What follows belongs to an exercise in optimizing a design on an open flow for small area and a short achievable clock period; a production flow would make more cautious choices.
No run shown here included a check of the RTL's function; only the layout flow was run.
Power figures rest on the tool's default switching activity, not on a simulated workload.

[design/flow/design.v]
module ALU(
    input  [31:0] X,
    input  [31:0] R,
    input  [1:0]  amt_hi,
    input  [4:0]  msh,
    input         mleft,
    input         fill,
    input         arith,     
    input         cin,       
    input         csub,      
    input         wg, wp, vk,  
    output [31:0] Out,
    output        C, V
);
    wire [31:0] r3 = amt_hi[0] ? {R[7:0],   R[31:8]}   : R;
    wire [31:0] r4 = amt_hi[1] ? {r3[15:0], r3[31:16]} : r3;
    wire [3:0] gt_hi, eq_hi;
    wire [7:0] ge_lo;
    wire [31:0] lm, keep;
    genvar j;
    generate for (j = 0; j < 4; j = j + 1) begin : g_hi
        assign gt_hi[j] = (j > msh[4:3]);
        assign eq_hi[j] = (j == msh[4:3]);
    end endgenerate
    generate for (j = 0; j < 8; j = j + 1) begin : g_lo
        assign ge_lo[j] = (j >= msh[2:0]);
    end endgenerate
    generate for (j = 0; j < 32; j = j + 1) begin : g_keep
        assign lm[j]   = gt_hi[j / 8] | (eq_hi[j / 8] & ge_lo[j % 8]);
        assign keep[j] = mleft ? lm[j] : lm[31 - j];
    end endgenerate
    wire [31:0] Y = (r4 & keep) | ({32{fill}} & ~keep);
    wire [31:0] p  = X ^ Y;
    wire [31:0] g  = X & Y;
    wire [31:0] gk = g & {32{arith}};
    wire [31:0] G0 = {gk[31:1], gk[0] | (p[0] & cin)};
    wire [31:0] P0 = p;
    wire [31:0] G1, P1, G2, P2, G3, P3, G4, P4, G5, P5;
    genvar i;
    generate for (i = 0; i < 32; i = i + 1) begin : g_pf
        if (i & 1) begin
            assign G1[i] = G0[i] | (P0[i] & G0[i - 1]);
            assign P1[i] = P0[i] & P0[i - 1];
        end else begin
            assign G1[i] = G0[i]; assign P1[i] = P0[i];
        end
        if (i & 2) begin
            assign G2[i] = G1[i] | (P1[i] & G1[(i & ~1) - 1]);
            assign P2[i] = P1[i] & P1[(i & ~1) - 1];
        end else begin
            assign G2[i] = G1[i]; assign P2[i] = P1[i];
        end
        if (i & 4) begin
            assign G3[i] = G2[i] | (P2[i] & G2[(i & ~3) - 1]);
            assign P3[i] = P2[i] & P2[(i & ~3) - 1];
        end else begin
            assign G3[i] = G2[i]; assign P3[i] = P2[i];
        end
        if (i & 8) begin
            assign G4[i] = G3[i] | (P3[i] & G3[(i & ~7) - 1]);
            assign P4[i] = P3[i] & P3[(i & ~7) - 1];
        end else begin
            assign G4[i] = G3[i]; assign P4[i] = P3[i];
        end
        if (i & 16) begin
            assign G5[i] = G4[i] | (P4[i] & G4[(i & ~15) - 1]);
            assign P5[i] = P4[i] & P4[(i & ~15) - 1];
        end else begin
            assign G5[i] = G4[i]; assign P5[i] = P4[i];
        end
    end endgenerate
    wire [31:0] c    = {G5[30:0], cin};
    wire        cout = G5[31];
    wire        pall = P5[31];
    wire [31:0] L    = {32{vk}} ^ ((g & {32{wg}}) | (p & {32{wp}}));
    assign Out = L ^ c;
    assign C = arith & cout & ~(csub & pall);
    assign V = arith & (c[31] ^ cout);
endmodule
module ShifterSignExtender(
    input  [31:0] Rm,
    input  [11:0] I,
    input  [1:0]  AM,
    input         en,        
    output [31:0] R,         
    output [1:0]  amt_hi,    
    output [4:0]  msh,       
    output        mleft,     
    output        fill       
);
    wire        am_sh = AM[1] & AM[0];
    wire [4:0]  sh    = I[11:7];
    wire [1:0]  ty    = I[6:5];
    wire        lsl   = ~ty[1] & ~ty[0];
    wire        asr   = ty[1] & ~ty[0];
    wire [31:0] src;
    assign src[7:0]   = AM[0] ? Rm[7:0] : I[7:0];
    assign src[11:8]  = AM[0] ? Rm[11:8] : (I[11:8] & {4{AM[1]}});
    assign src[31:12] = Rm[31:12] & {20{AM[0]}};
    wire [31:0] s = src & {32{en}};
    wire [4:0] flip;
    assign flip[0] = 1'b0;
    assign flip[1] = sh[0];
    assign flip[2] = sh[0] | sh[1];
    assign flip[3] = sh[0] | sh[1] | sh[2];
    assign flip[4] = sh[0] | sh[1] | sh[2] | sh[3];
    wire [4:0] amt;
    assign amt[0]   = am_sh & sh[0];
    assign amt[4:1] = am_sh ? (sh[4:1] ^ (flip[4:1] & {4{lsl}}))
                            : (I[11:8] & {4{~AM[0] & ~AM[1]}});
    wire [31:0] r0 = amt[0] ? {s[0],     s[31:1]}   : s;
    wire [31:0] r1 = amt[1] ? {r0[1:0],  r0[31:2]}  : r0;
    assign R       = amt[2] ? {r1[3:0],  r1[31:4]}  : r1;
    assign amt_hi  = amt[4:3];
    wire masked = am_sh & (ty != 2'b11);
    assign msh   = sh & {5{masked}};
    assign mleft = lsl;
    assign fill  = en & am_sh & asr & Rm[31];
endmodule
module ex_datapath(
    input  wire        CLK,
    input  wire [31:0] A,
    input  wire [31:0] Rm,
    input  wire [11:0] I,
    input  wire [1:0]  AM,
    input  wire        CIN,
    input  wire [3:0]  Op,
    output reg  [31:0] Out,
    output wire        Z,
    output wire        N,
    output reg         C,
    output reg         V
);
    wire invA = (Op[3:1] == 3'b001) | (Op[3:1] == 3'b010) | (Op == 4'b1100);
    wire zA   = (Op[3:1] == 3'b101) | (Op[3:2] == 2'b11 & Op[1:0] != 2'b00);
    wire enB  = (Op != 4'b1001);
    wire add   = (Op[3:1] == 3'b000);
    wire fsub  = (Op[3:1] == 3'b001);
    wire rsub  = (Op[3:1] == 3'b010);
    wire arith = add | fsub | rsub;
    wire cin   = rsub ? ~(Op[0] & CIN) : (add | fsub) & Op[0] & CIN;
    wire vg = fsub | (Op == 4'b0110) | (Op == 4'b0111);
    wire vp = add | rsub | (Op == 4'b0111) | (Op == 4'b1000) | (Op == 4'b1010);
    wire vk = fsub | (Op == 4'b1001) | (Op == 4'b1011) | (Op == 4'b1100);
    wire [31:0] sh_r;
    wire [1:0]  sh_amt_hi;
    wire [4:0]  sh_msh;
    wire        sh_mleft, sh_fill;
    ShifterSignExtender shifter(.Rm(Rm), .I(I), .AM(AM), .en(enB),
        .R(sh_r), .amt_hi(sh_amt_hi), .msh(sh_msh), .mleft(sh_mleft), .fill(sh_fill));
    reg [31:0] x_q, r_q;
    reg [1:0]  amt_q;
    reg [4:0]  msh_q;
    reg        mleft_q, fill_q;
    reg        arith_q, cin_q, csub_q, wg_q, wp_q, vk_q;
    always @(posedge CLK) begin
        x_q     <= (A & {32{~zA}}) ^ {32{invA}};
        r_q     <= sh_r;
        amt_q   <= sh_amt_hi;
        msh_q   <= sh_msh;
        mleft_q <= sh_mleft;
        fill_q  <= sh_fill;
        arith_q <= arith;
        cin_q   <= cin;
        csub_q  <= fsub | rsub;
        wg_q    <= vg ^ vk;
        wp_q    <= vp ^ vk;
        vk_q    <= vk;
    end
    wire [31:0] alu_out;
    wire        alu_c, alu_v;
    ALU alu(.X(x_q), .R(r_q), .amt_hi(amt_q), .msh(msh_q), .mleft(mleft_q), .fill(fill_q),
            .arith(arith_q), .cin(cin_q), .csub(csub_q), .wg(wg_q), .wp(wp_q), .vk(vk_q), .Out(alu_out), .C(alu_c), .V(alu_v));
    always @(posedge CLK) begin
        Out <= alu_out;
        C   <= alu_c;
        V   <= alu_v;
    end
    assign Z = ~|Out;
    assign N = Out[31];
endmodule
[design/flow/flow/run.sh]
#!/bin/bash
set -euo pipefail
MARGIN=5.6
export BUFFER_PORTS_ARGS="-buffer_cell sky130_fd_sc_hd__buf_1"
sed "s|\"\${@:-finish}\"|SETUP_SLACK_MARGIN=${MARGIN} \"\${@:-finish}\"|" standard.sh > standard_margin.sh
grep -q "SETUP_SLACK_MARGIN=${MARGIN}" standard_margin.sh
bash standard_margin.sh > flow_make.log 2>&1
[design/flow/standard.sh]
#!/bin/bash
# synth_recipe.tcl (not shown) runs the flow's synth.tcl, then flattens the netlist and writes it again
# the make line also repeats each setting of config.mk as NAME=value (left out here)
make -C /OpenROAD-flow-scripts/flow DESIGN_CONFIG=/design/flow/config.mk WORK_HOME=/design/flow/orfs CLKGATE_MAP_FILE= SYNTH_SCRIPT=/design/flow/synth_recipe.tcl "${@:-finish}"
[design/flow/config.mk]
export PLATFORM = sky130hd
export DESIGN_NAME = ex_datapath
export DESIGN_NICKNAME = ex_datapath
export VERILOG_FILES = /design/flow/design.v
export SDC_FILE = /design/flow/constraint.sdc
export NUM_CORES = 4
export LEC_CHECK = 0
export CAP_MARGIN = 50
export CORE_MARGIN = 2
export CORE_UTILIZATION = 40
export CTS_BUF_LIST = sky130_fd_sc_hd__clkbuf_4 sky130_fd_sc_hd__clkbuf_8
export SLEW_MARGIN = 60
export TNS_END_PERCENT = 5
[design/flow/constraint.sdc]
create_clock -name core_clock -period 9.0 [get_ports {CLK}]
set_input_delay 1.8000 -clock core_clock [delete_from_list [all_inputs] [get_ports {CLK}]]
set_output_delay 1.8000 -clock core_clock [all_outputs]
set_load 0.01 [all_outputs]
==> run summary, run 1 <==
Timing:
- Summed over all failing endpoints, the final setup total negative slack is 0 ns.
- Setup violations remaining at the end of the flow were counted as 0.
- Setup repair after global routing could not meet its margin everywhere.
- The final clock period utilization by the worst path is 37.30%.
- The total count of max-transition violations in the final report is 0.
- The relative slew slack is 62.39%.
- The final count of hold timing violations was 0.
- For the pin with the worst max-slew slack, the measured transition is 0.5641 ns.
- The highest clock frequency the design can meet is 297.9 MHz.
- After layout, the minimum clock period comes to 3.357 ns.
- The clock skew after layout is 0.01748 ns.
- The final setup slack of the worst path is 5.643 ns.

Setup path:
- The kind of cell with the highest combined delay on the critical path is multiplexers.
- The kind of end point of the critical path is a flop.
- The setup path with the least slack is of type reg -> reg.
- The type of origin of the critical path is a flop.
- STA puts the critical path data arrival time at 3.75 ns.
- The number of cell instances on the worst register-to-register path is 11.
- In this run the critical register-to-register path is captured at Out[15].
- For the worst setup path, the data required time is 9.39 ns.
- The biggest cell delay along the critical path is 0.55 ns.
- The internal reg-to-reg setup slack is 5.64 ns.
- Counting both buffers and inverters, the worst setup path holds a total of 1.
- Traced cell by cell, the critical path runs through buf_12 > mux4_2 > mux2_2 > ha_1 > nand4_1 > or3_4 > o211ai_4 > nand3_1 > o22ai_1 > a22o_1 > xnor2_1.
- In this run the critical register-to-register path is launched from amt_q[1].
- The highest fanout seen on the critical path is 16.
- The largest individual stage delay along the critical path comes from the cell mux4_2.

Cells and area:
- The share of post-route cells with drive strength above 1 is 19.66%.
- The count of fill cells added during filler insertion is 1863.
- Leaving out fill and tap cells, the most frequent cells in the layout are buf_1, nand2_1, dfxtp_1.
- For this run, the post-layout net count is 1095.
- The library cell used most frequently in the layout, excluding fill and tap cells, is buf_1.
- From synthesis to final layout, the design area changed by 19.25%.
- The number of antenna diodes in the final layout is 0.

Clocking:
- The total clock buffers created by CTS is 17.
- Clock tree synthesis found a total of 113 sinks.
- At the later pin of the worst-skew pair, clock insertion delay measures 0.47 ns.
- TritonCTS built the clock tree.
- The clock passes through at most 2 buffers.
- The root buffer cell is clkbuf_8.
- The deepest level of the CTS H-tree is 4.
- The number of hold buffers added after CTS was 0.
- The clock-pin transition on the worst setup and hold timing paths is 0.07 ns.

Placed design:
- OpenSTA, run right after detailed placement, puts the worst setup slack at 5.062 ns.
- The placed wire-length estimate is 16.78 mm.
- The congestion estimate from routability-driven global placement came to 0.8941.
- The number of buffers added on ports is 119.

Power:
- The maximum vdd drop is 0.08006 mV.
- The total power density per cell area is 211.8 mW/mm^2.
- In this run the static leakage power is 3.728 nW.

Hold path:
- The type of the most critical hold path is reg -> reg.
- The end point of the worst hold path is C.
- The startpoint identified for the worst hold timing path is csub_q.
- The hold path depth is 2.

Yosys:
- By area the synthesized netlist is led by dfxtp_1, mux4_2, xnor2_1.
- dfxtp_1 takes more of the synthesized area than any other cell.
- For this run, the leading register cell type out of synthesis is dfxtp_1.
- In this run, synthesis produced a sequential element count of 113.
- The sequential area share after synthesis is 28.43%.
- Counting every net in the synthesized netlist gives 986.
- The synthesized area is 0.007958 mm^2.
- Synthesis instantiated 65 different standard cells from the library.
- The number of synthesis warnings is 1.
- The number of flops mapped to enable cells by yosys is 0.
- After synthesis, the share of flip-flops with an asynchronous set or reset is 0%.
- The synthesized design devotes to its leading area cell type 28.43% of total area.
- A synthesized cell averages 9.147 um^2.
- The count of mapped cells out of synthesis is 870.

Drt:
- The final layout contains routed wiring with a total length of 22.85 mm.
- The wire length per cell after detailed routing is 18.18 um.
- The first detailed-routing pass ran for 5 iterations.
- Across all layers, the routed design uses 6991 vias.
- The detailed-route DRC error count is 0.
- Once detail routing completed, the nets flagged for antenna violations numbered 0.
- The post-detailed-route via-to-cell ratio is 5.562.
- The number of DRC violations after detailed-routing iteration 0 is 561.

Floorplanning:
- The number of top-level pins is 120.
- The area of the core is 0.01946 mm^2.
- The number of placement rows is 51.
- The effective utilization at floorplan is 40.89%.
- In this run the vertical extent of the chip is 145.0 um.
- The die is 145.0 um wide.
- The full die area is 0.02104 mm^2.

Global route:
- The global-route wire length before repair is 35.89 mm.
- The total overflow left after global routing is 0.
- The via count of the first global-routing pass is 6509.
- The overall routing resource usage is 21.41%.
- The initial antenna violation count is 0.
- Entering global routing, the biggest net connects 33 pins.

Run status:
- The flow ran to the end and the layout has no timing, DRC or antenna violations.

Job:
- The max-cap check violation count is 0.
-- how the worst max path moves through the flow --
stage	depth (start not counted)	startpoint	slack, ns	to
detailed placement	8	I[7]	5.06	r_q[24]
CTS	13	msh_q[4]	5.57	V
global route	13	msh_q[4]	5.49	Out[27]
floorplan	9	I[7]	5.61	r_q[24]
global placement	5	AM[0]	4.78	r_q[24]
finish	11	amt_q[1]	5.64	Out[15]
-- synth_stat cells, types with 3 or more instances --
cell type  count
a21oi_1       59
nand4_1       10
xor2_1        47
a21o_1         5
and2_1         7
o211ai_1       7
buf_4          3
mux2i_1       42
a221oi_1       5
o21a_1         3
o31ai_1        4
mux4_2        34
nor3_1         5
xnor2_1       53
buf_1          7
ha_1          32
o22ai_1        6
a22o_1        17
and3_1         4
clkbuf_1      34
a22oi_1       45
nand2_1      108
dfxtp_1      113
nor2_1        34
nor4_1        10
a31oi_1       10
nand3_1       15
or2_2          3
nand2b_1       3
buf_2         18
inv_1          8
o21ai_0       39
mux2_2        36
-- metrics by stage --
step                util (%)  instance area, um^2  instances  hold WS, ns  power (W)
global route           48.76                 9489       1257       0.7072   0.002119
CTS                    47.32                 9209       1244       0.6586   0.001977
global placement       43.81                 8527       1199       0.6496   0.001446
floorplan                  -                 7960        870       0.4939   0.001238
detailed placement     44.05                 8573       1199       0.6296   0.001453
finish                 48.76                 9489       1257       0.6835   0.002010
-- tightest hold or removal path, delay by kind of cell, from the launching register on --
family,cells,cell delay (ns)
DFF,1,0.35
AOI/OAI and AO/OA,1,0.16
and+or+nand+nor,1,0.13
-- flip-flops by register name, summed over array words and instances (netlist names), 2 cells and up --
register / flops
amt_q: 2
msh_q: 5
x_q: 32
Out: 32
r_q: 32
-- final cells by class --
cell class | count | area (um^2) | share of cell area [%]
multi-input combinational | 685 | 5643 | 59.47
sequential | 113 | 2288 | 24.12
timing repair buffer | 153 | 770.7 | 8.122
tap | 265 | 331.6 | 3.494
clock buffer | 21 | 289.0 | 3.046
clock inverter | 11 | 127.6 | 1.345
inverter | 8 | 33.78 | 0.3560
timing repair inverter | 1 | 5.005 | 0.05274
-- layer usage --
metal  vias to the layer above  GRT usage [%]  part of all wire, %
met5                         -              0                    0
met4                         0          7.376                  2.9
met3                        43          4.528                  6.5
met2                       281          33.19                   45
met1                      3224          29.60                   46
li1                       3443              -                    -
-- logic make-up (layout without fill, tap and decap cells) --
| logic type | after synthesis | count (layout) | synth area share [%] |
|---|---|---|---|
| xor gates and xnor gates | 100 | 100 | 11.01 |
| and+or+nand+nor | 212 | 212 | 12.14 |
| adders and majority gates | 32 | 32 | 5.031 |
| buffers and inverters | 72 | 194 | 4.009 |
| muxes | 112 | 112 | 20.00 |
| DFF | 113 | 113 | 28.43 |
| AOI/OAI and AO/OA | 229 | 229 | 19.39 |
-- where the power goes --
part	total (W)	internal (W)	switching (W)
Combinational	0.000796	0.000361	0.000435
Clock	0.000503	0.000275	0.000227
Sequential	0.000711	0.000624	0.0000873
Total	0.00201	0.00126	0.000749
-- what timing repair did --
| item | 4_1_cts | 5_1_grt |
|---|---|---|
| resized for setup | 27 | 30 |
| endpoints found under the setup margin | 35 | 48 |
| pin swaps | 1 | 8 |
| cloned | 2 | 0 |
| buffers inserted | 11 | 11 |
==> run 2, diff against run 1 <==
--- a/design/flow/design.v
+++ b/design/flow/design.v
@@ -40,3 +40,3 @@
     generate for (i = 0; i < 32; i = i + 1) begin : g_pf
-        if (i & 1) begin
+        if (i >= 1) begin
             assign G1[i] = G0[i] | (P0[i] & G0[i - 1]);
@@ -46,5 +46,5 @@
         end
-        if (i & 2) begin
-            assign G2[i] = G1[i] | (P1[i] & G1[(i & ~1) - 1]);
-            assign P2[i] = P1[i] & P1[(i & ~1) - 1];
+        if (i >= 2) begin
+            assign G2[i] = G1[i] | (P1[i] & G1[i - 2]);
+            assign P2[i] = P1[i] & P1[i - 2];
         end else begin
@@ -52,5 +52,5 @@
         end
-        if (i & 4) begin
-            assign G3[i] = G2[i] | (P2[i] & G2[(i & ~3) - 1]);
-            assign P3[i] = P2[i] & P2[(i & ~3) - 1];
+        if (i >= 4) begin
+            assign G3[i] = G2[i] | (P2[i] & G2[i - 4]);
+            assign P3[i] = P2[i] & P2[i - 4];
         end else begin
@@ -58,5 +58,5 @@
         end
-        if (i & 8) begin
-            assign G4[i] = G3[i] | (P3[i] & G3[(i & ~7) - 1]);
-            assign P4[i] = P3[i] & P3[(i & ~7) - 1];
+        if (i >= 8) begin
+            assign G4[i] = G3[i] | (P3[i] & G3[i - 8]);
+            assign P4[i] = P3[i] & P3[i - 8];
         end else begin
@@ -64,5 +64,5 @@
         end
-        if (i & 16) begin
-            assign G5[i] = G4[i] | (P4[i] & G4[(i & ~15) - 1]);
-            assign P5[i] = P4[i] & P4[(i & ~15) - 1];
+        if (i >= 16) begin
+            assign G5[i] = G4[i] | (P4[i] & G4[i - 16]);
+            assign P5[i] = P4[i] & P4[i - 16];
         end else begin
--- a/design/flow/flow/run.sh
+++ b/design/flow/flow/run.sh
@@ -2,3 +2,3 @@
 set -euo pipefail
-MARGIN=5.6
+MARGIN=5.9
 export BUFFER_PORTS_ARGS="-buffer_cell sky130_fd_sc_hd__buf_1"
==> run summary, run 2 <==
Timing:
- The final clock period utilization by the worst path was 37.55% (+0.25 points).
- The final number of setup-violating endpoints is 0 (unchanged).
- The relative slew slack came to 63.95% (+1.6 points).
- The highest clock frequency the design can meet is 295.9 MHz (-0.66%).
- The total negative slack for setup checks is 0 ns (unchanged).
- The worst-margin pin slew was 0.5407 ns (-0.02342 ns).
- The clock skew after layout is 0.007598 ns (-0.009886 ns).
- The final hold slack came to 0.6547 ns (-0.02885 ns).
- Setup repair after global routing could not meet its margin everywhere.
- The final critical delay including setup and external delays came to 3.379 ns (+0.02228 ns).
- The total count of max-transition violations in the final report is 0 (unchanged).
- The final count of hold timing violations is 0 (unchanged).

Power:
- The maximum vdd drop came to 0.07405 mV (-7.5%).
- The total power density per cell area is 206.0 mW/mm^2 (-2.7%).
- The leakage power figure is 4.017 nW (+7.7%).

Clocking:
- The source-to-sink clock delay at the later pin of the worst-skew pair came to 0.45 ns (-0.02 ns).
- The number of buffers on the longest clock path is 2 (unchanged).
- The clock tree from TritonCTS is yes.
- The TritonCTS sink count is 113 (unchanged).
- The deepest level of the CTS H-tree is 4 (unchanged).
- Clock tree synthesis selected as its root buffer the cell clkbuf_8.
- The clock-pin transition on the worst setup and hold timing paths is 0.07 ns (about the same).
- The total clock buffers created by CTS is 17 (unchanged).

Setup path:
- STA classifies the critical path endpoint as a flop.
- The critical-path cell with the highest stage delay is mux4_2.
- The signal on the critical path passes through buf_12 > buf_4 > mux4_2 > mux2_4 > ha_4 > nand4_1 > buf_4 > buf_4 > buf_4 > o22a_4 > a2111oi_4 > nor3_1 > nand4b_1.
- The highest fanout seen on the critical path is 7 (-9).
- The biggest cell delay along the critical path is 0.55 ns (about the same).
- The signal arrival time at the worst endpoint is 3.71 ns (-0.04 ns).
- The worst setup path is launched from a flop.
- The setup path with the least slack is of type reg -> reg.
- By instance count, the cell type seen most on the critical path is buf_4.
- The data required time of the critical path came to 9.33 ns (-0.06 ns).

Yosys:
- The synthesized netlist net count is 1104 (+12%).
- Counting instances in the post-synthesis netlist gives the leading cell types as nand2_1, dfxtp_1, a21oi_1.
- The mean instance size in the synthesized netlist is 8.670 um^2 (-5.2%).
- The area share of the largest cell type after synthesis is 26.41% (-2.0 points).
- The number of synthesis warnings is 1 (unchanged).
- The number of different library cells in the post-synthesis netlist was 72 (+11%).
- dfxtp_1 takes more of the synthesized area than any other cell.
- For this run, the leading register cell type out of synthesis is dfxtp_1.
- By instance count, the leading cell after synthesis is nand2_1.
- The sequential area share after synthesis is 26.41% (-2.0 points).
- Yosys attributes the largest share of cell area to dfxtp_1, mux4_2, nand2_1.
- The register bit total from synthesis is 113 (unchanged).
- The number of flops mapped to enable cells by yosys is 0 (unchanged).
- The count of mapped cells out of synthesis is 988 (+14%).
- The fraction of synthesis flops using an asynchronous set or reset pin came to 0% (unchanged).
- The synthesized area is 0.008566 mm^2 (+7.6%).

Floorplanning:
- The number of top-level pins is 120 (unchanged).
- The area of the core is 0.02102 mm^2 (+8.0%).
- The die width is 150.3 um (+3.6%).
- The effective utilization at floorplan came to 40.75% (-0.14 points).
- The full die area is 0.02260 mm^2 (+7.4%).
- The number of placement rows came to 53 (+3.9%).
- The vertical die dimension is 150.3 um (+3.6%).

Global route:
- The overall routing resource usage is 22.21% (+0.80 points).
- The via count of the first global-routing pass is 7181 (+10%).
- The pin count of the biggest net entering global routing is 40 (+21%).
- The global-route wire length before repair was 39.05 mm (+8.8%).
- The total overflow reported by the global router is 0 (unchanged).
- The initial antenna violation count is 0 (unchanged).

Cells and area:
- The largest registers in the layout are Out x32, r_q x32, x_q x32.
- The post-layout instance area was 0.01041 mm^2 (+9.7%).
- The fraction of the core area covered by cells at the end of the flow is 49.53% (+0.77 points).
- The library cells used most frequently in the layout, excluding fill and tap cells, are nand2_1, buf_1, dfxtp_1.
- The relative area change from synthesis to final layout is 21.55%.
- The share of post-route cells with drive strength above 1 is 22.52% (+2.9 points).
- The diode insertion count for antenna repair is 0 (unchanged).
- The most frequent standard cell in the layout excluding fill and tap cells is nand2_1.
- The layout net count was 1213 (+11%).
- The final cell count without fillers is 1385 (+10%).

Hold path:
- The type of the most critical hold path is reg -> reg.

Job:
- The max-cap check violation count is 0 (unchanged).

Drt:
- The number of DRC violations after detailed-routing iteration 0 was 634 (+13%).
- The detailed-route DRC error count came to 0 (unchanged).
- The number of antenna-violating nets in the routed design was 0 (unchanged).
- The detailed-route via count was 7893 (+13%).
- The post-detailed-route via-to-cell ratio came to 5.699 (+2.5%).
- The first-pass detailed-route iteration total was 5 (unchanged).
- The wire length per cell after detailed routing is 18.03 um (-0.79%).
- The sum of routed wire length over all layers is 24.98 mm (+9.3%).

Placed design:
- The cell area reported after detailed placement is 0.009295 mm^2 (+8.4%).
- The cell count after placement is 1322 (+10%).
- The number of buffers added on ports is 119 (unchanged).
- The routability congestion estimate came to 0.8828 (-1.3%).
- The placed wire-length estimate came to 18.00 mm (+7.3%).

Run status:
- The run finished with no timing, DRC or antenna violations.
[run 2: cell count changes in the layout (fill, tap and decap cells not counted), moves of 13 or more]
| cell | change |
|---|---|
| nand2_1 | +33 |
| mux2i_1 | -24 |
| nor2_1 | +18 |
| a22o_1 | -17 |
| a21o_1 | +13 |
| ha_1 | -13 |
[run 2: path summary, 6_finish.rpt]
| path | from | end | slack (ns) | cells after the start |
|---|---|---|---|---|
| hold reg to reg | cin_q | Out[0] | 0.65 | 2 |
| hold / removal | cin_q | Out[0] | 0.65 | 2 |
| setup / recovery | amt_q[1] | Out[29] | 5.62 | 13 |
| setup reg to reg | amt_q[1] | Out[29] | 5.62 | 13 |
[run 2: final cells by class]
type | count | area (um^2)
Sequential cell | 113 | 2296
Multi-Input combinational cell | 796 | 6437
Inverter | 8 | 33.78
Clock inverter | 14 | 156.4
Fill cell | 2011 | 10610
Clock buffer | 18 | 247.7
Timing Repair Buffer | 160 | 888.4
Timing Repair inverter | 1 | 7.507
Tap cell | 275 | 344.1
[run 2: report_power, final]
part	internal, W	leakage, nW	switching (W)
registers	0.000623	0.954	0.0000914
logic	0.000438	2.87	0.000507
clock network	0.000256	0.192	0.000229
total	0.00132	4.02	0.000828
[run 2: metal layers]
| layer | GRT usage, % | routed length, um | part of all wire (%) | up-vias |
|---|---|---|---|---|
| met3 | 3.424 | 1448 | 5.8 | 30 |
| li1 | - | - | - | 3879 |
| met2 | 35.23 | 11500 | 46 | 301 |
| met1 | 31.51 | 11660 | 47 | 3683 |
| met4 | 5.896 | 365 | 1.5 | 0 |
| met5 | 0 | 0 | 0 | - |
[run 2: cells by family after synthesis]
family | after synthesis | synth area share (%)
AND/OR/NAND/NOR | 298 | 15.80
AO/OA/AOI/OAI | 273 | 21.05
flip-flops | 113 | 26.41
XOR/XNOR | 97 | 9.918
multiplexers | 96 | 18.01
buffers and inverters | 79 | 4.134
adder cells (fa/ha/maj) | 32 | 4.674
[run 2: stage by stage]
stage | power (W) | setup WS (ns)
after floorplan | 0.001347 | 5.745
after global placement | 0.001571 | 4.767
after detailed placement | 0.001574 | 5.053
after CTS | 0.002117 | 5.601
after global routing | 0.002279 | 5.509
final | 0.002144 | 5.621
[run 2: critical path, delay by kind of cell (launching register included)]
kind | cells | cell delay (ns)
simple gates | 3 | 0.37
fa+ha+maj | 1 | 0.29
compound gates | 2 | 0.68
mux | 2 | 0.85
flops | 1 | 0.40
buf+inv | 5 | 0.65
[run 2: repair_timing]
action | in CTS | in global routing
pin swaps | 15 | 23
setup buffers | 16 | 11
gates cloned | 4 | 0
endpoints found under the setup margin | 56 | 77
gates resized for setup | 58 | 48
hold buffers | 0 | 0
==> run 3, diff against run 2 <==
--- a/design/flow/flow/run.sh
+++ b/design/flow/flow/run.sh
@@ -2,3 +2,3 @@
 set -euo pipefail
-MARGIN=5.9
+MARGIN=5.7
 export BUFFER_PORTS_ARGS="-buffer_cell sky130_fd_sc_hd__buf_1"
==> run summary, run 3 <==
Drt:
- The detailed-route via count was 7887 (-0.076%).
- The number of antenna-violating nets in the routed design was 0 (unchanged).
- The post-detailed-route via-to-cell ratio is 5.715 (+0.29%).
- The sum of routed wire length over all layers is 25.04 mm (+0.26%).
- The detailed-route DRC error count was 0 (unchanged).
- The number of DRC violations after detailed-routing iteration 0 is 576 (-9.1%).
- The wire length per cell after detailed routing is 18.15 um (+0.62%).
- The first-pass detailed-route iteration total is 5 (unchanged).

Clocking:
- The root buffer cell is clkbuf_8.
- The total clock buffers created by CTS is 17 (unchanged).
- The TritonCTS sink count is 113 (unchanged).
- The source-to-sink clock delay at the later pin of the worst-skew pair is 0.45 ns (about the same).
- The number of buffers on the longest clock path is 2 (unchanged).
- The clock-pin transition on the worst setup and hold timing paths is 0.07 ns (about the same).
- The deepest level of the CTS H-tree came to 4 (unchanged).
- TritonCTS built the clock tree.
- The quantity of hold-fixing buffers added after cts is 0 (unchanged).

Yosys:
- The count of mapped cells out of synthesis came to 988 (unchanged).
- The mux share of post-synthesis cell area is 18.01% (unchanged).
- The number of different library cells in the post-synthesis netlist is 72 (unchanged).
- In the synthesized netlist, the cells that appear most often are nand2_1, dfxtp_1, a21oi_1.
- By area the synthesized netlist is led by dfxtp_1, mux4_2, nand2_1.
- The sequential area share after synthesis came to 26.41% (unchanged).
- The main combinational cell family by area after synthesis is compound AO/OA/AOI/OAI gates.
- Of all cell types, the one taking the most synthesized area is dfxtp_1.
- The fraction of synthesized cell area in xor and xnor cells is 9.918% (unchanged).
- The adder-cell share of the synthesized area is 4.674% (unchanged).
- The synthesized area was 0.008566 mm^2 (unchanged).
- Among all cell types in the netlist, the one instantiated most often is nand2_1.
- The fraction of synthesis flops using an asynchronous set or reset pin is 0% (unchanged).
- The number of flops mapped to enable cells by yosys is 0 (unchanged).
- The number of synthesis warnings is 1 (unchanged).
- The simple-gate portion of the synthesized area is 15.80% (unchanged).
- The mean instance size in the synthesized netlist is 8.670 um^2 (unchanged).
- The register bit total from synthesis is 113 (unchanged).
- The primary flip-flop cell chosen by synthesis mapping is dfxtp_1.
- The area share of the largest cell type after synthesis is 26.41% (unchanged).
- The synthesized netlist net count is 1104 (unchanged).
- The area fraction in compound gates after synthesis was 21.05% (unchanged).

Timing:
- The clock skew after layout is 0.01690 ns (+0.009303 ns).
- The final clock period utilization by the worst path was 37.87% (+0.32 points).
- The total count of max-transition violations in the final report is 0 (unchanged).
- The relative slew slack came to 63.43% (-0.52 points).
- Setup repair after global routing could not meet its margin everywhere.
- The final hold slack came to 0.7249 ns (+0.07028 ns).
- The highest clock frequency the design can meet is 293.4 MHz (-0.85%).
- The final count of hold timing violations is 0 (unchanged).
- The final number of setup-violating endpoints is 0 (unchanged).
- The final critical delay including setup and external delays is 3.408 ns (+0.02884 ns).
- The worst-margin pin slew is 0.5486 ns (+0.007837 ns).
- The total negative slack for setup checks was 0 ns (unchanged).

Floorplanning:
- The number of placement rows is 53 (unchanged).
- The die width is 150.3 um (unchanged).
- The effective utilization at floorplan was 40.75% (unchanged).
- The number of top-level pins is 120 (unchanged).
- The area of the core is 0.02102 mm^2 (unchanged).
- The vertical die dimension came to 150.3 um (unchanged).
- The full die area is 0.02260 mm^2 (unchanged).

Global route:
- The global-route wire length before repair is 39.73 mm (+1.7%).
- The overall routing resource usage came to 22.58% (+0.37 points).
- The initial antenna violation count is 0 (unchanged).
- The via count of the first global-routing pass is 7266 (+1.2%).
- The total overflow reported by the global router is 0 (unchanged).
- The pin count of the biggest net entering global routing is 40 (unchanged).

Cells and area:
- The post-layout instance area is 0.01045 mm^2 (+0.36%).
- In the layout the commonest cells are nand2_1, buf_1, dfxtp_1.
- The share of post-route cells with drive strength above 1 was 20.90% (-1.6 points).
- The diode insertion count for antenna repair came to 0 (unchanged).
- The count of fill cells added during filler insertion is 1951 (-3.0%).
- The most frequent standard cell in the layout excluding fill and tap cells is nand2_1.
- The fraction of the core area covered by cells at the end of the flow is 49.71% (+0.18 points).
- The largest registers in the layout are Out x32, r_q x32, x_q x32.
- The layout net count is 1208 (-0.41%).
- Relative to the synthesized area, the layout overhead comes to 21.98%.

Power:
- The switching power of the nets came to 0.0008072 W (-2.5%).
- The proportion of power drawn by flip-flops and latches was 32.7% (-0.6 points).
- The part of the power in combinational logic was 42.8% (-1.3 points).
- The fraction of power spent switching nets is 36.56% (-2.0 points).
- The share of total power in the clock network was 24.4% (+1.8 points).
- The leakage power figure is 4.024 nW (+0.18%).
- The total power density per cell area was 211.3 mW/mm^2 (+2.6%).
- The internal portion of total power was 0.001401 W (+6.4%).
- The maximum vdd drop came to 0.08531 mV (+15%).
- The total power came to 0.002208 W (+3.0%).

Placed design:
- The cell area reported after detailed placement was 0.009163 mm^2 (-1.4%).
- The number of buffers added on ports came to 119 (unchanged).
- The routability congestion estimate is 0.9183 (+4.0%).
- The placed wire-length estimate is 18.04 mm (+0.20%).

Setup path:
- In this run the critical register-to-register path is captured at Out[23].
- The startpoint identified for the worst register-to-register timing path is amt_q[1].
- The internal reg-to-reg setup slack is 5.59 ns (-0.03 ns).
- The data required time of the critical path is 9.33 ns (about the same).
- The number of cell instances on the worst register-to-register path is 11 (-2).
- The type of origin of the critical path is a flop.
- The classification of the worst setup path is reg -> reg.
- The signal arrival time at the worst endpoint is 3.74 ns (+0.03 ns).
- The highest fanout seen on the critical path is 8 (+1).
- The kind of end point of the critical path is a flop.

Hold path:
- In this run the most critical hold path is launched from vk_q.
- The hold path depth is 2 (unchanged).
- The type of the most critical hold path is reg -> reg.
- The end point of the worst hold path is Out[30].

Job:
- The max-cap check violation count is 0 (unchanged).

Run status:
- The run finished with no timing, DRC or antenna violations.
run 3: changes by cell type in the layout (fill, tap and decap cells not counted), moves of 4 or more:
cell        delta
nand2_1        +4
clkinvlp_4     -4
buf_4          -7
o21ai_0        +7
a21oi_1        +5
a21oi_2        -5
o21ai_1        -6
run 3: cells by family after synthesis:
kind of cell / Yosys count
XOR/XNOR: 97
multiplexers: 96
flip-flops: 113
adder cells (fa/ha/maj): 32
AND/OR/NAND/NOR: 298
AO/OA/AOI/OAI: 273
buffers and inverters: 79
run 3: cell type report:
cell class                      count  area [um^2]  area share (%)
Clock buffer                       23        297.8           2.850
Tap cell                          275        344.1           3.293
Timing Repair Buffer              156        895.9           8.574
Clock inverter                      9        155.1           1.485
Inverter                            8        33.78          0.3233
Sequential cell                   113         2298           22.00
Multi-Input combinational cell    796         6424           61.48
run 3: power by group through the flow:
stage | Clock (W) | Combinational, W | Sequential [W]
global placement | 0 | 0.000825 | 0.000718
finish | 0.000539 | 0.000946 | 0.000723
CTS | 0.000552 | 0.000917 | 0.000725
floorplan | 0 | 0.000595 | 0.000724
detailed placement | 0 | 0.000824 | 0.000720
global route | 0.000574 | 0.00103 | 0.000736
run 3: worst max-delay path by stage:
stage / from / to / depth (start not counted)
5_1_grt: msh_q[4] / Out[29] / 12
6_report: amt_q[1] / Out[23] / 11
4_1_cts: Out[25] / Z / 4
3_3_place_gp: mleft_q / Out[29] / 10
3_5_place_dp: Op[3] / r_q[5] / 8
2_1_floorplan: I[7] / r_q[31] / 9
run 3: through the flow:
stage          setup slack (ns)  std cells
6_report                  5.592       1380
5_1_grt                   5.460       1380
4_1_cts                   5.620       1375
3_5_place_dp              5.078       1322
3_3_place_gp              4.976       1322
2_1_floorplan             5.670        988
run 3: layer usage:
metal	up-vias	part of all wire, %	track usage (%)
met4	0	1.4	6.038
met1	3687	46	31.34
met5	-	0	0
met3	28	6.2	4.212
met2	308	46	36.05
li1	3864	-	-
run 3: what timing repair did:
| item | 4_1_cts | 5_1_grt |
|---|---|---|
| endpoints found under the setup margin | 26 | 41 |
| buffers inserted | 17 | 4 |
| cloned | 4 | 0 |
| pin swaps | 19 | 9 |
| hold endpoints to repair | 0 | 0 |
| resized for setup | 80 | 17 |
run 3: critical path: stages, from the launching register on:
cell	delay, ns
dfxtp_4	0.41
buf_12	0.15
mux4_2	0.53
mux2_4	0.29
ha_4	0.24
a21oi_1	0.26
a21oi_1	0.13
o2111ai_2	0.31
nand4_1	0.22
a31oi_1	0.41
o21ai_0	0.17
xnor2_1	0.16

-- static timing again, ports no longer ideal --
Ports are ideal in the flow. The routed layouts listed here were re-timed in OpenROAD. Step 1 assumes that a clkbuf_16 drives the clock port and a buf_2 every other input. Step 2 adds t to the input delays and takes it off the output delays; t is the mean of the earliest and latest rising clock arrival at the registers after step 1. Input paths then give back, and output paths get back, about the clock's delay inside the block. a / b / c = no drivers / after step 1 / after step 2; a / b = the first two.
| run | t, ns | setup slack, ns | worst setup path at the end | clock arrival spread, ns | worst register clock-pin slew, ns |
|---|---|---|---|---|---|
| run 1 | 0.502 | 5.643 / 5.624 / 5.218 | input to register | 0.018 / 0.018 | 0.08 / 0.08 |
| run 2 | 0.490 | 5.621 / 5.593 / 5.176 | input to register | 0.007 / 0.008 | 0.07 / 0.07 |
| run 3 | 0.483 | 5.592 / 5.592 / 5.169 | input to register | 0.017 / 0.017 | 0.07 / 0.07 |
After both steps setup and hold are still met in every run listed. The setup slack of run 2, which loses most, moves by -0.028 ns with the drivers and by -0.445 ns with both steps.
